From an optimization exercise on the open Yosys and OpenROAD flow, aimed at small area, a short achievable clock period and few clock cycles per item; shortcuts taken in it are not production practice.
RTL that was checked went through simulation tests only; none was proved equivalent to the original.
Power figures rest on the tool's default switching activity, not on a simulated workload.

## simple_ALU
module simple_ALU(input i_clk,
                  input i_rst,
                  input logic  [15:0] i_memData,
                  output logic [15:0] o_memData,
                  output logic [15:0] o_memAddr,
                  output logic o_memWrEnable);
Size in the first run: ~990 cells after synthesis, ~71 flip-flops, ~0.0062 mm^2 of cells after synthesis.
clock: 9.0 ns
lec_check: 0
abc_area: 1
cap_margin: 20
core_margin: 2
core_utilization: 40
cts_buf_list: sky130_fd_sc_hd__clkbuf_8
slew_margin: 20
standard.sh (not shown) runs the stock make flow with config.mk's settings and CLKGATE_MAP_FILE= SYNTH_SCRIPT=/design/flow/synth_recipe.tcl, a recipe that flattens the netlist after the stock synthesis.
==> flow/flow/run.sh <==
#!/bin/bash
# Standard layout, with plain buffers (not delay cells) on the ports and the
# timing repair aiming at 5.5 ns of setup slack.
# Full make output goes to standard.log here; ORFS keeps each step's log
# under orfs/logs/.
set -euo pipefail
bash standard.sh "BUFFER_PORTS_ARGS=-buffer_cell sky130_fd_sc_hd__buf_2" SETUP_SLACK_MARGIN=5.5 finish > standard.log 2>&1
Edit:
==> flow/flow/run.sh (replaced) <==
#!/bin/bash
# Standard layout, with plain buffers (not delay cells) on the ports and the
# timing repair aiming at 6.0 ns of setup slack.
# Full make output goes to standard.log here; ORFS keeps each step's log
# under orfs/logs/.
set -euo pipefail
bash standard.sh "BUFFER_PORTS_ARGS=-buffer_cell sky130_fd_sc_hd__buf_2" SETUP_SLACK_MARGIN=6.0 finish > standard.log 2>&1
Outcome: Routed wire length goes down slightly; cell count goes up slightly; non-clock buffer count goes up by 10; synthesized cell count does not change.
Edit:
==> flow/flow/run.sh (replaced) <==
#!/bin/bash
# Standard layout, with plain buffers (not delay cells) on the ports and the
# timing repair aiming at 5.75 ns of setup slack.
# Full make output goes to standard.log here; ORFS keeps each step's log
# under orfs/logs/.
set -euo pipefail
bash standard.sh "BUFFER_PORTS_ARGS=-buffer_cell sky130_fd_sc_hd__buf_2" SETUP_SLACK_MARGIN=5.75 finish > standard.log 2>&1
After rerunning:
- global-route usage went up by 0.35 points
- sequential power grows by about 2%
- design area is lower by 4.5%
- non-clock buffer count falls by 7
- first-iteration DRC count decreases by 6.6%
- sequential cell count is unchanged
- worst hold slack improved by 0.0082 ns
- clock skew decreases by 0.0048 ns
- final cell count fell by 0.58%
- register-to-register slack loses 0.19 ns
Function was not checked in any run of this note: the RTL went through the layout flow alone.

run A:
Another version of the RTL of simple_ALU (not shown whole).
Size in the first run: roughly 71 flip-flops, about 51 I/O pins, roughly 6100 um2 of cells after synthesis.
export LEC_CHECK = 0
export ABC_AREA = 1
export CAP_MARGIN = 20
export CORE_MARGIN = 2
export CORE_UTILIZATION = 40
export CTS_BUF_LIST = sky130_fd_sc_hd__clkbuf_8
export SLEW_MARGIN = 20
create_clock -name core_clock -period 9.0 [get_ports {i_clk}]
==> flow/flow/run.sh <==
#!/bin/bash
# Standard layout, with plain buffers (not delay cells) on the ports and the
# timing repair aiming at 6.25 ns of setup slack.
# Full make output goes to standard.log here; ORFS keeps each step's log
# under orfs/logs/.
set -euo pipefail
bash standard.sh "BUFFER_PORTS_ARGS=-buffer_cell sky130_fd_sc_hd__buf_2" SETUP_SLACK_MARGIN=6.25 finish > standard.log 2>&1
The flow did not stop early for run A: all stages ran, and the layout cleared the timing, DRC and antenna checks.
Testbench counts of run A, summed over its fixed seeds: cycles 487,097, instrs 160,000.
The following lists how run B was set up differently from run A:
==> flow/flow/run.sh <==
#!/bin/bash
# Standard layout, with plain buffers (not delay cells) on the ports and the
# timing repair aiming at 5.75 ns of setup slack.
# Full make output goes to standard.log here; ORFS keeps each step's log
# under orfs/logs/.
set -euo pipefail
bash standard.sh "BUFFER_PORTS_ARGS=-buffer_cell sky130_fd_sc_hd__buf_2" SETUP_SLACK_MARGIN=5.75 finish > standard.log 2>&1
==> comparison <==
| total area of sequential cells | run B vs run A | about 1.7% lower |
In run B, the met1 wire length came out about 2.2% below the value in run A.
Diff run A..run B | total number of multi-input combinational cells | negligible
As far as die area goes, run B and run A are indistinguishable; the numbers are identical.
Run B: leakage power total is about 16% lower than what run A reported.
When the final numbers for run A and run B were put side by side, the setup slack turned out to be smaller in run B.
Summary of run B over run A: path length in cells of the critical path shrank by 1, wire length of the first global-routing pass went down by 1800 um, post-cts resize count down 107, overall routing resource usage moved down.
Setup changes, run B to run C
==> flow/flow/run.sh <==
#!/bin/bash
# Standard layout, with plain buffers (not delay cells) on the ports and the
# timing repair aiming at 6.0 ns of setup slack.
# Full make output goes to standard.log here; ORFS keeps each step's log
# under orfs/logs/.
set -euo pipefail
bash standard.sh "BUFFER_PORTS_ARGS=-buffer_cell sky130_fd_sc_hd__buf_2" SETUP_SLACK_MARGIN=6.0 finish > standard.log 2>&1
Findings:
Compare run C and run B | clock power higher: run B. Number of non-filler instances in the completed layout in run C is 16 higher than in run B. Run C vs run B, number of fillers in the final layout went down by about 3%.

simple_ALU, a different RTL version from the one above (not shown whole).
For scale: ~70 flip-flops, roughly 51 I/O pins, roughly 5900 sq um of cells after synthesis.
==> flow/design.v (excerpt) <==
module simple_ALU(input i_clk,
                  input i_rst,
                  input logic  [15:0] i_memData,
                  output logic [15:0] o_memData,
                  output logic [15:0] o_memAddr,
                  output logic o_memWrEnable);
Settings: LEC_CHECK=0, ABC_AREA=1, CAP_MARGIN=20, CORE_MARGIN=2, CORE_UTILIZATION=40, CTS_BUF_LIST=sky130_fd_sc_hd__clkbuf_8, SLEW_MARGIN=20; clock period 9.0 ns.
==> flow/flow/run.sh <==
#!/bin/bash
# Standard layout, with plain buffers (not delay cells) on the ports and the
# timing repair aiming at 6.0 ns of setup slack, then power (area) recovery
# on the paths with slack.
# Full make output goes to standard.log here; ORFS keeps each step's log
# under orfs/logs/.
set -euo pipefail
bash standard.sh "BUFFER_PORTS_ARGS=-buffer_cell sky130_fd_sc_hd__buf_2" SETUP_SLACK_MARGIN=6.0 RECOVER_POWER=100 finish > standard.log 2>&1
The first run finished with timing, DRC and antenna clean.
Edit:
==> flow/flow/run.sh (replaced) <==
#!/bin/bash
# Standard layout, with plain buffers (not delay cells) on the ports and the
# timing repair aiming at 6.0 ns of setup slack.
# Full make output goes to standard.log here; ORFS keeps each step's log
# under orfs/logs/.
set -euo pipefail
bash standard.sh "BUFFER_PORTS_ARGS=-buffer_cell sky130_fd_sc_hd__buf_2" SETUP_SLACK_MARGIN=6.0 finish > standard.log 2>&1
- CORE_UTILIZATION: 40 -> 60
Setup slack improves by 660 ps.
Maximum frequency is higher by about a fifth.
First-iteration DRC count went up by well over a third.
Total power rises by a few percent.
Clock-buffer cell count is unchanged.
Die area went down by a quarter to a third.
Edit:
- CORE_UTILIZATION: 60 -> 40
The new run passed the timing, DRC and antenna checks.
Final area grows by 1.2%.
Critical path depth increases by 8.
Power is lower by 2.3%.
Setup slack is better by 19 ps.
Final cell count rose by 4.8%.
Sequential cell count does not change.
Edit:
- TNS_END_PERCENT: default -> 0
=> Clock power is about the same. Wire length drops by a few percent. Final area goes down by a few percent. Maximum frequency is lower slightly. Register-to-register slack stays flat. Sequential cell count does not change. Sequential power goes down slightly. Non-clock buffer count falls by 7. Via count goes down by a few percent. Area after synthesis stays the same.
No run of this note included a check of the RTL's function; only the layout flow was run.

[static timing again, ports no longer ideal]
No port has a modelled driver above. Below, the same layouts with a new extraction and two added sets of constraints.
Step 1, drivers: a clkbuf_16 drives i_clk and a buf_2 each remaining input, both assumed.
Step 2 moves the port delays by t, midway between the first and last clock arrival at a register: inputs arrive t later, outputs are due t later. That takes back most of the time a late clock gives input paths.
Three values: ideal, step 1, step 2; two values: the first two.
run | t (ns) | setup slack, ns | hold WS [ns] | worst register clock-pin slew, ns
the first run of note 1 | 0.410 | 5.647 / 5.659 / 5.249 | 0.460 / 0.460 / 0.460 | 0.09 / 0.09
the second run of note 1 | 0.387 | 5.921 / 5.937 / 5.551 | 0.459 / 0.459 / 0.459 | 0.09 / 0.09
the third run of note 1 | 0.414 | 5.799 / 5.811 / 5.396 | 0.468 / 0.468 / 0.468 | 0.09 / 0.09
run A | 0.419 | 6.108 / 6.071 / 5.661 | 0.456 / 0.456 / 0.456 | 0.10 / 0.10
run B | 0.409 | 5.787 / 5.790 / 5.381 | 0.465 / 0.465 / 0.465 | 0.09 / 0.09
run C | 0.419 | 6.036 / 6.017 / 5.597 | 0.459 / 0.459 / 0.459 | 0.10 / 0.10
the first run of note 3 | 0.406 | 5.335 / 5.348 / 4.942 | 0.461 / 0.461 / 0.461 | 0.09 / 0.09
the second run of note 3 | 0.394 | 5.999 / 5.963 / 5.580 | 0.459 / 0.459 / 0.459 | 0.08 / 0.08
the third run of note 3 | 0.406 | 6.018 / 6.034 / 5.628 | 0.457 / 0.457 / 0.457 | 0.09 / 0.09
the fourth run of note 3 | 0.390 | 5.963 / 5.929 / 5.583 | 0.451 / 0.451 / 0.451 | 0.09 / 0.09
After both steps every run listed still meets setup and hold. For run A, which loses most, drivers alone change the setup slack by -0.037 ns; drivers and shift together by -0.447 ns.
